Background: an optimization exercise with open tools, aiming at small area and a short achievable clock period. Do not read the settings as production practice.
Where RTL was checked, it was by simulation tests only, not by an equivalence proof against the original.

==> inputs of build 68 <==
// Pipeline_1
module Pipeline_1(
input clk,rst,
input [7:0]a,b,c,d,
output [7:0]out
    );
  wire s1 = a[0] ^ b[0];
  wire c2 = a[0] & b[0];
  wire s3 = a[1] ^ b[1] ^ c2;
  wire c4 = (a[1] & b[1]) | (c2 & (a[1] ^ b[1]));
  wire s5 = a[2] ^ b[2] ^ c4;
  wire c6 = (a[2] & b[2]) | (c4 & (a[2] ^ b[2]));
  wire s7 = a[3] ^ b[3] ^ c6;
  wire c8 = (a[3] & b[3]) | (c6 & (a[3] ^ b[3]));
  wire s9 = a[4] ^ b[4] ^ c8;
  wire c10 = (a[4] & b[4]) | (c8 & (a[4] ^ b[4]));
  wire s11 = a[5] ^ b[5] ^ c10;
  wire c12 = (a[5] & b[5]) | (c10 & (a[5] ^ b[5]));
  wire s13 = a[6] ^ b[6] ^ c12;
  wire c14 = (a[6] & b[6]) | (c12 & (a[6] ^ b[6]));
  wire s15 = a[7] ^ b[7] ^ c14;
  wire s16 = c[0] ^ d[0];
  wire c17 = c[0] | ~d[0];
  wire nd18 = ~d[1];
  wire s19 = c[1] ^ nd18 ^ c17;
  wire c20 = (c[1] & nd18) | (c17 & (c[1] ^ nd18));
  wire nd21 = ~d[2];
  wire s22 = c[2] ^ nd21 ^ c20;
  wire c23 = (c[2] & nd21) | (c20 & (c[2] ^ nd21));
  wire nd24 = ~d[3];
  wire s25 = c[3] ^ nd24 ^ c23;
  wire c26 = (c[3] & nd24) | (c23 & (c[3] ^ nd24));
  wire nd27 = ~d[4];
  ...
export LEC_CHECK = 0
export ABC_AREA = 1
export CAP_MARGIN = 20
export CORE_MARGIN = 2
export CORE_UTILIZATION = 60
export CTS_BUF_LIST = sky130_fd_sc_hd__clkbuf_8
export SLEW_MARGIN = 20
export SYNTH_HIERARCHICAL = 1
export SYNTH_MINIMUM_KEEP_SIZE = 0
create_clock -name core_clock -period 36.0 [get_ports {clk}]
run.sh (not shown) runs the stock make flow with config.mk's settings and CLKGATE_MAP_FILE= SYNTH_SCRIPT=/design/flow/synth_recipe.tcl, a recipe that flattens the netlist after the stock synthesis.
==> inputs of trial 15, as changes to build 68 <==
--- a/flow/design.v
+++ b/flow/design.v
@@ -262,50 +262,50 @@
   wire r248 = s205 ^ (ge247 & R1_d[0]);
   wire r249 = r237 ^ (ge247 & (R1_d[1] ^ b242));
   wire r250 = r238 ^ (ge247 & (R1_d[2] ^ b243));
   wire r251 = r239 ^ (ge247 & (R1_d[3] ^ b244));
   wire r252 = r240 ^ (ge247 & (R1_d[4] ^ b245));
-  wire hz253 = ~(R1_d[6] | R1_d[7]);
-  wire b254 = ~s203 & R1_d[0];
-  wire b255 = (r248 ^ R1_d[1]) ? ~r248 : b254;
-  wire b256 = (r249 ^ R1_d[2]) ? ~r249 : b255;
-  wire b257 = (r250 ^ R1_d[3]) ? ~r250 : b256;
-  wire b258 = (r251 ^ R1_d[4]) ? ~r251 : b257;
-  wire b259 = (r252 ^ R1_d[5]) ? ~r252 : b258;
-  wire ge260 = ~b259 & hz253;
-  wire r261 = s203 ^ (ge260 & R1_d[0]);
-  wire r262 = r248 ^ (ge260 & (R1_d[1] ^ b254));
-  wire r263 = r249 ^ (ge260 & (R1_d[2] ^ b255));
-  wire r264 = r250 ^ (ge260 & (R1_d[3] ^ b256));
-  wire r265 = r251 ^ (ge260 & (R1_d[4] ^ b257));
-  wire r266 = r252 ^ (ge260 & (R1_d[5] ^ b258));
-  reg [9:0] R2_p;
-  reg [5:0] R2_r;
+  reg [10:0] R2_p;
+  reg [4:0] R2_r;
   reg [7:0] R2_d;
   reg R2_v;
   always @(posedge clk) begin
-    R2_p <= {s201, s199, s197, s195, s193, s191, s189, s187, s185, pp37};
-    R2_r <= {r266, r265, r264, r263, r262, r261};
+    R2_p <= {s203, s201, s199, s197, s195, s193, s191, s189, s187, s185, pp37};
+    R2_r <= {r252, r251, r250, r249, r248};
     R2_d <= {R1_d[7], R1_d[6], R1_d[5], R1_d[4], R1_d[3], R1_d[2], R1_d[1], R1_d[0]};
     R2_v <= ~rst & R1_v;
   end
+  wire hz253 = ~(R2_d[6] | R2_d[7]);
+  wire b254 = ~R2_p[10] & R2_d[0];
+  wire b255 = (R2_r[0] ^ R2_d[1]) ? ~R2_r[0] : b254;
+  wire b256 = (R2_r[1] ^ R2_d[2]) ? ~R2_r[1] : b255;
+  wire b257 = (R2_r[2] ^ R2_d[3]) ? ~R2_r[2] : b256;
+  wire b258 = (R2_r[3] ^ R2_d[4]) ? ~R2_r[3] : b257;
+  wire b259 = (R2_r[4] ^ R2_d[5]) ? ~R2_r[4] : b258;
+  wire ge260 = ~b259 & hz253;
+  wire r261 = R2_p[10] ^ (ge260 & R2_d[0]);
+  wire r262 = R2_r[0] ^ (ge260 & (R2_d[1] ^ b254));
+  wire r263 = R2_r[1] ^ (ge260 & (R2_d[2] ^ b255));
+  wire r264 = R2_r[2] ^ (ge260 & (R2_d[3] ^ b256));
+  wire r265 = R2_r[3] ^ (ge260 & (R2_d[4] ^ b257));
+  wire r266 = R2_r[4] ^ (ge260 & (R2_d[5] ^ b258));
   wire hz267 = ~(R2_d[7]);
   wire b268 = ~R2_p[9] & R2_d[0];
-  wire b269 = (R2_r[0] ^ R2_d[1]) ? ~R2_r[0] : b268;
-  wire b270 = (R2_r[1] ^ R2_d[2]) ? ~R2_r[1] : b269;
-  wire b271 = (R2_r[2] ^ R2_d[3]) ? ~R2_r[2] : b270;
-  wire b272 = (R2_r[3] ^ R2_d[4]) ? ~R2_r[3] : b271;
-  wire b273 = (R2_r[4] ^ R2_d[5]) ? ~R2_r[4] : b272;
-  wire b274 = (R2_r[5] ^ R2_d[6]) ? ~R2_r[5] : b273;
+  wire b269 = (r261 ^ R2_d[1]) ? ~r261 : b268;
+  wire b270 = (r262 ^ R2_d[2]) ? ~r262 : b269;
+  wire b271 = (r263 ^ R2_d[3]) ? ~r263 : b270;
+  wire b272 = (r264 ^ R2_d[4]) ? ~r264 : b271;
+  wire b273 = (r265 ^ R2_d[5]) ? ~r265 : b272;
+  wire b274 = (r266 ^ R2_d[6]) ? ~r266 : b273;
   wire ge275 = ~b274 & hz267;
   wire r276 = R2_p[9] ^ (ge275 & R2_d[0]);
-  wire r277 = R2_r[0] ^ (ge275 & (R2_d[1] ^ b268));
-  wire r278 = R2_r[1] ^ (ge275 & (R2_d[2] ^ b269));
-  wire r279 = R2_r[2] ^ (ge275 & (R2_d[3] ^ b270));
-  wire r280 = R2_r[3] ^ (ge275 & (R2_d[4] ^ b271));
-  wire r281 = R2_r[4] ^ (ge275 & (R2_d[5] ^ b272));
-  wire r282 = R2_r[5] ^ (ge275 & (R2_d[6] ^ b273));
+  wire r277 = r261 ^ (ge275 & (R2_d[1] ^ b268));
+  wire r278 = r262 ^ (ge275 & (R2_d[2] ^ b269));
+  wire r279 = r263 ^ (ge275 & (R2_d[3] ^ b270));
+  wire r280 = r264 ^ (ge275 & (R2_d[4] ^ b271));
+  wire r281 = r265 ^ (ge275 & (R2_d[5] ^ b272));
+  wire r282 = r266 ^ (ge275 & (R2_d[6] ^ b273));
   wire b283 = ~R2_p[8] & R2_d[0];
   wire b284 = (r276 ^ R2_d[1]) ? ~r276 : b283;
   wire b285 = (r277 ^ R2_d[2]) ? ~r277 : b284;
   wire b286 = (r278 ^ R2_d[3]) ? ~r278 : b285;
   wire b287 = (r279 ^ R2_d[4]) ? ~r279 : b286;
@@ -404,97 +404,97 @@
   wire r380 = r362 ^ (ge376 & (R2_d[3] ^ b370));
   wire r381 = r363 ^ (ge376 & (R2_d[4] ^ b371));
   wire r382 = r364 ^ (ge376 & (R2_d[5] ^ b372));
   wire r383 = r365 ^ (ge376 & (R2_d[6] ^ b373));
   wire r384 = r366 ^ (ge376 & (R2_d[7] ^ b374));
-  reg [2:0] R3_p;
+  wire b385 = ~R2_p[2] & R2_d[0];
+  wire b386 = (r377 ^ R2_d[1]) ? ~r377 : b385;
+  wire b387 = (r378 ^ R2_d[2]) ? ~r378 : b386;
+  wire b388 = (r379 ^ R2_d[3]) ? ~r379 : b387;
+  wire b389 = (r380 ^ R2_d[4]) ? ~r380 : b388;
+  wire b390 = (r381 ^ R2_d[5]) ? ~r381 : b389;
+  wire b391 = (r382 ^ R2_d[6]) ? ~r382 : b390;
+  wire b392 = (r383 ^ R2_d[7]) ? ~r383 : b391;
+  wire ge393 = r384 | ~b392;
+  wire r394 = R2_p[2] ^ (ge393 & R2_d[0]);
+  wire r395 = r377 ^ (ge393 & (R2_d[1] ^ b385));
+  wire r396 = r378 ^ (ge393 & (R2_d[2] ^ b386));
+  wire r397 = r379 ^ (ge393 & (R2_d[3] ^ b387));
+  wire r398 = r380 ^ (ge393 & (R2_d[4] ^ b388));
+  wire r399 = r381 ^ (ge393 & (R2_d[5] ^ b389));
+  wire r400 = r382 ^ (ge393 & (R2_d[6] ^ b390));
+  wire r401 = r383 ^ (ge393 & (R2_d[7] ^ b391));
+  reg [1:0] R3_p;
   reg [7:0] R3_r;
-  reg [4:0] R3_q;
+  reg [5:0] R3_q;
   reg [7:0] R3_d;
   reg R3_v;
   always @(posedge clk) begin
-    R3_p <= {R2_p[2], R2_p[1], R2_p[0]};
-    R3_r <= {r384, r383, r382, r381, r380, r379, r378, r377};
-    R3_q <= {ge308, ge325, ge342, ge359, ge376};
+    R3_p <= {R2_p[1], R2_p[0]};
+    R3_r <= {r401, r400, r399, r398, r397, r396, r395, r394};
+    R3_q <= {ge308, ge325, ge342, ge359, ge376, ge393};
     R3_d <= {R2_d[7], R2_d[6], R2_d[5], R2_d[4], R2_d[3], R2_d[2], R2_d[1], R2_d[0]};
     R3_v <= ~rst & R2_v;
   end
   wire [7:0] seg3_out;
   Pipeline_1_seg3 u_seg3 (
-    .p({R3_p[2], R3_p[1], R3_p[0]}),
+    .p({R3_p[1], R3_p[0]}),
     .r({R3_r[7], R3_r[6], R3_r[5], R3_r[4], R3_r[3], R3_r[2], R3_r[1], R3_r[0]}),
-    .q({R3_q[4], R3_q[3], R3_q[2], R3_q[1], R3_q[0]}),
+    .q({R3_q[5], R3_q[4], R3_q[3], R3_q[2], R3_q[1], R3_q[0]}),
     .d({R3_d[7], R3_d[6], R3_d[5], R3_d[4], R3_d[3], R3_d[2], R3_d[1], R3_d[0]}),
     .v({R3_v}),
     .o_out(seg3_out)
   );
   assign out = {seg3_out[7], seg3_out[6], seg3_out[5], seg3_out[4], seg3_out[3], seg3_out[2], seg3_out[1], seg3_out[0]};
 endmodule
 module Pipeline_1_seg3(
-  input [2:0] p,
+  input [1:0] p,
   input [7:0] r,
-  input [4:0] q,
+  input [5:0] q,
   input [7:0] d,
   input [0:0] v,
   output [7:0] o_out
 );
-  wire b1 = ~p[2] & d[0];
+  wire b1 = ~p[1] & d[0];
   wire b2 = (r[0] ^ d[1]) ? ~r[0] : b1;
   wire b3 = (r[1] ^ d[2]) ? ~r[1] : b2;
   wire b4 = (r[2] ^ d[3]) ? ~r[2] : b3;
   wire b5 = (r[3] ^ d[4]) ? ~r[3] : b4;
   wire b6 = (r[4] ^ d[5]) ? ~r[4] : b5;
   wire b7 = (r[5] ^ d[6]) ? ~r[5] : b6;
   wire b8 = (r[6] ^ d[7]) ? ~r[6] : b7;
   wire ge9 = r[7] | ~b8;
-  wire r10 = p[2] ^ (ge9 & d[0]);
+  wire r10 = p[1] ^ (ge9 & d[0]);
   wire r11 = r[0] ^ (ge9 & (d[1] ^ b1));
   wire r12 = r[1] ^ (ge9 & (d[2] ^ b2));
   wire r13 = r[2] ^ (ge9 & (d[3] ^ b3));
   wire r14 = r[3] ^ (ge9 & (d[4] ^ b4));
   wire r15 = r[4] ^ (ge9 & (d[5] ^ b5));
   wire r16 = r[5] ^ (ge9 & (d[6] ^ b6));
   wire r17 = r[6] ^ (ge9 & (d[7] ^ b7));
-  wire b18 = ~p[1] & d[0];
+  wire b18 = ~p[0] & d[0];
   wire b19 = (r10 ^ d[1]) ? ~r10 : b18;
   wire b20 = (r11 ^ d[2]) ? ~r11 : b19;
   wire b21 = (r12 ^ d[3]) ? ~r12 : b20;
   wire b22 = (r13 ^ d[4]) ? ~r13 : b21;
   wire b23 = (r14 ^ d[5]) ? ~r14 : b22;
   wire b24 = (r15 ^ d[6]) ? ~r15 : b23;
   wire b25 = (r16 ^ d[7]) ? ~r16 : b24;
   wire ge26 = r17 | ~b25;
-  wire r27 = p[1] ^ (ge26 & d[0]);
+  wire r27 = p[0] ^ (ge26 & d[0]);
   wire r28 = r10 ^ (ge26 & (d[1] ^ b18));
   wire r29 = r11 ^ (ge26 & (d[2] ^ b19));
   wire r30 = r12 ^ (ge26 & (d[3] ^ b20));
   wire r31 = r13 ^ (ge26 & (d[4] ^ b21));
   wire r32 = r14 ^ (ge26 & (d[5] ^ b22));
   wire r33 = r15 ^ (ge26 & (d[6] ^ b23));
   wire r34 = r16 ^ (ge26 & (d[7] ^ b24));
-  wire b35 = ~p[0] & d[0];
-  wire b36 = (r27 ^ d[1]) ? ~r27 : b35;
-  wire b37 = (r28 ^ d[2]) ? ~r28 : b36;
-  wire b38 = (r29 ^ d[3]) ? ~r29 : b37;
-  wire b39 = (r30 ^ d[4]) ? ~r30 : b38;
-  wire b40 = (r31 ^ d[5]) ? ~r31 : b39;
-  wire b41 = (r32 ^ d[6]) ? ~r32 : b40;
-  wire b42 = (r33 ^ d[7]) ? ~r33 : b41;
-  wire ge43 = r34 | ~b42;
-  wire r44 = p[0] ^ (ge43 & d[0]);
-  wire r45 = r27 ^ (ge43 & (d[1] ^ b35));
-  wire r46 = r28 ^ (ge43 & (d[2] ^ b36));
-  wire r47 = r29 ^ (ge43 & (d[3] ^ b37));
-  wire r48 = r30 ^ (ge43 & (d[4] ^ b38));
-  wire r49 = r31 ^ (ge43 & (d[5] ^ b39));
-  wire r50 = r32 ^ (ge43 & (d[6] ^ b40));
-  wire r51 = r33 ^ (ge43 & (d[7] ^ b41));
-  wire o52 = ge43 & v[0];
-  wire o53 = ge26 & v[0];
-  wire o54 = ge9 & v[0];
-  wire o55 = q[0] & v[0];
-  wire o56 = q[1] & v[0];
-  wire o57 = q[2] & v[0];
-  wire o58 = q[3] & v[0];
-  wire o59 = q[4] & v[0];
-  assign o_out = {o59, o58, o57, o56, o55, o54, o53, o52};
+  wire o35 = ge26 & v[0];
+  wire o36 = ge9 & v[0];
+  wire o37 = q[0] & v[0];
+  wire o38 = q[1] & v[0];
+  wire o39 = q[2] & v[0];
+  wire o40 = q[3] & v[0];
+  wire o41 = q[4] & v[0];
+  wire o42 = q[5] & v[0];
+  assign o_out = {o42, o41, o40, o39, o38, o37, o36, o35};
 endmodule
==> impl_metrics.toml <==
[final_layout]
sh_seq_area = 0.173

[die]
die_w_um = 120

[logic_synthesis]
syn-cell-area_um2 = 8140
yosys-top-cells-area = "dfxtp_1, nand2_1, fa_1"

[run_status]
status = "complete, no violations"

[clocking]
path_clk_slew_ps = 70

[placement]
hpwl_um = 12500

[drt]
drt_iter0_drc = 236
The numbers above come from build 68.

==> impl_metrics.toml <==
[placement]
hpwl_um = 14000

[clocking]
path_clk_slew_ps = 80

[drt]
drt_iter0_drc = 316
wl_per_cell_um = 12.3

[final_layout]
multi_input_area_share = 0.631
fill_cells = 1359
syn2layout_area_growth_pct = 5.24
drive_above_1_share = 0.137
sh_seq_area = 0.167

[run_status]
status = "complete, no violations"

[die]
die_w_um = 123

[logic_synthesis]
yosys-top-cells-area = "dfxtp_1, nand2_1, fa_1"
syn-cell-area_um2 = 8550
async_flop_share = 0
The numbers above come from trial 15.

For trial 15, only the layout was checked, not whether the RTL still works.

==> separate check: timing with driven ports <==
No port has a modelled driver above. Below, the same layouts with a new extraction and two added sets of constraints.
Step 1 assumes that a clkbuf_16 drives the clock port and a buf_2 every other input.
Step 2 also shifts input and output timing later by t, the mid clock arrival at the registers, as if the neighbouring blocks saw the same clock.
Three values: no drivers, after step 1, after step 2; two values: the first two.
run	shift t [ns]	setup WS [ns]	pins driven straight from the clock port
build 68	0.402	24.869 / 24.832 / 25.024	1
trial 15	0.392	25.015 / 25.015 / 25.015	1
After both steps setup and hold are still met in every run listed.
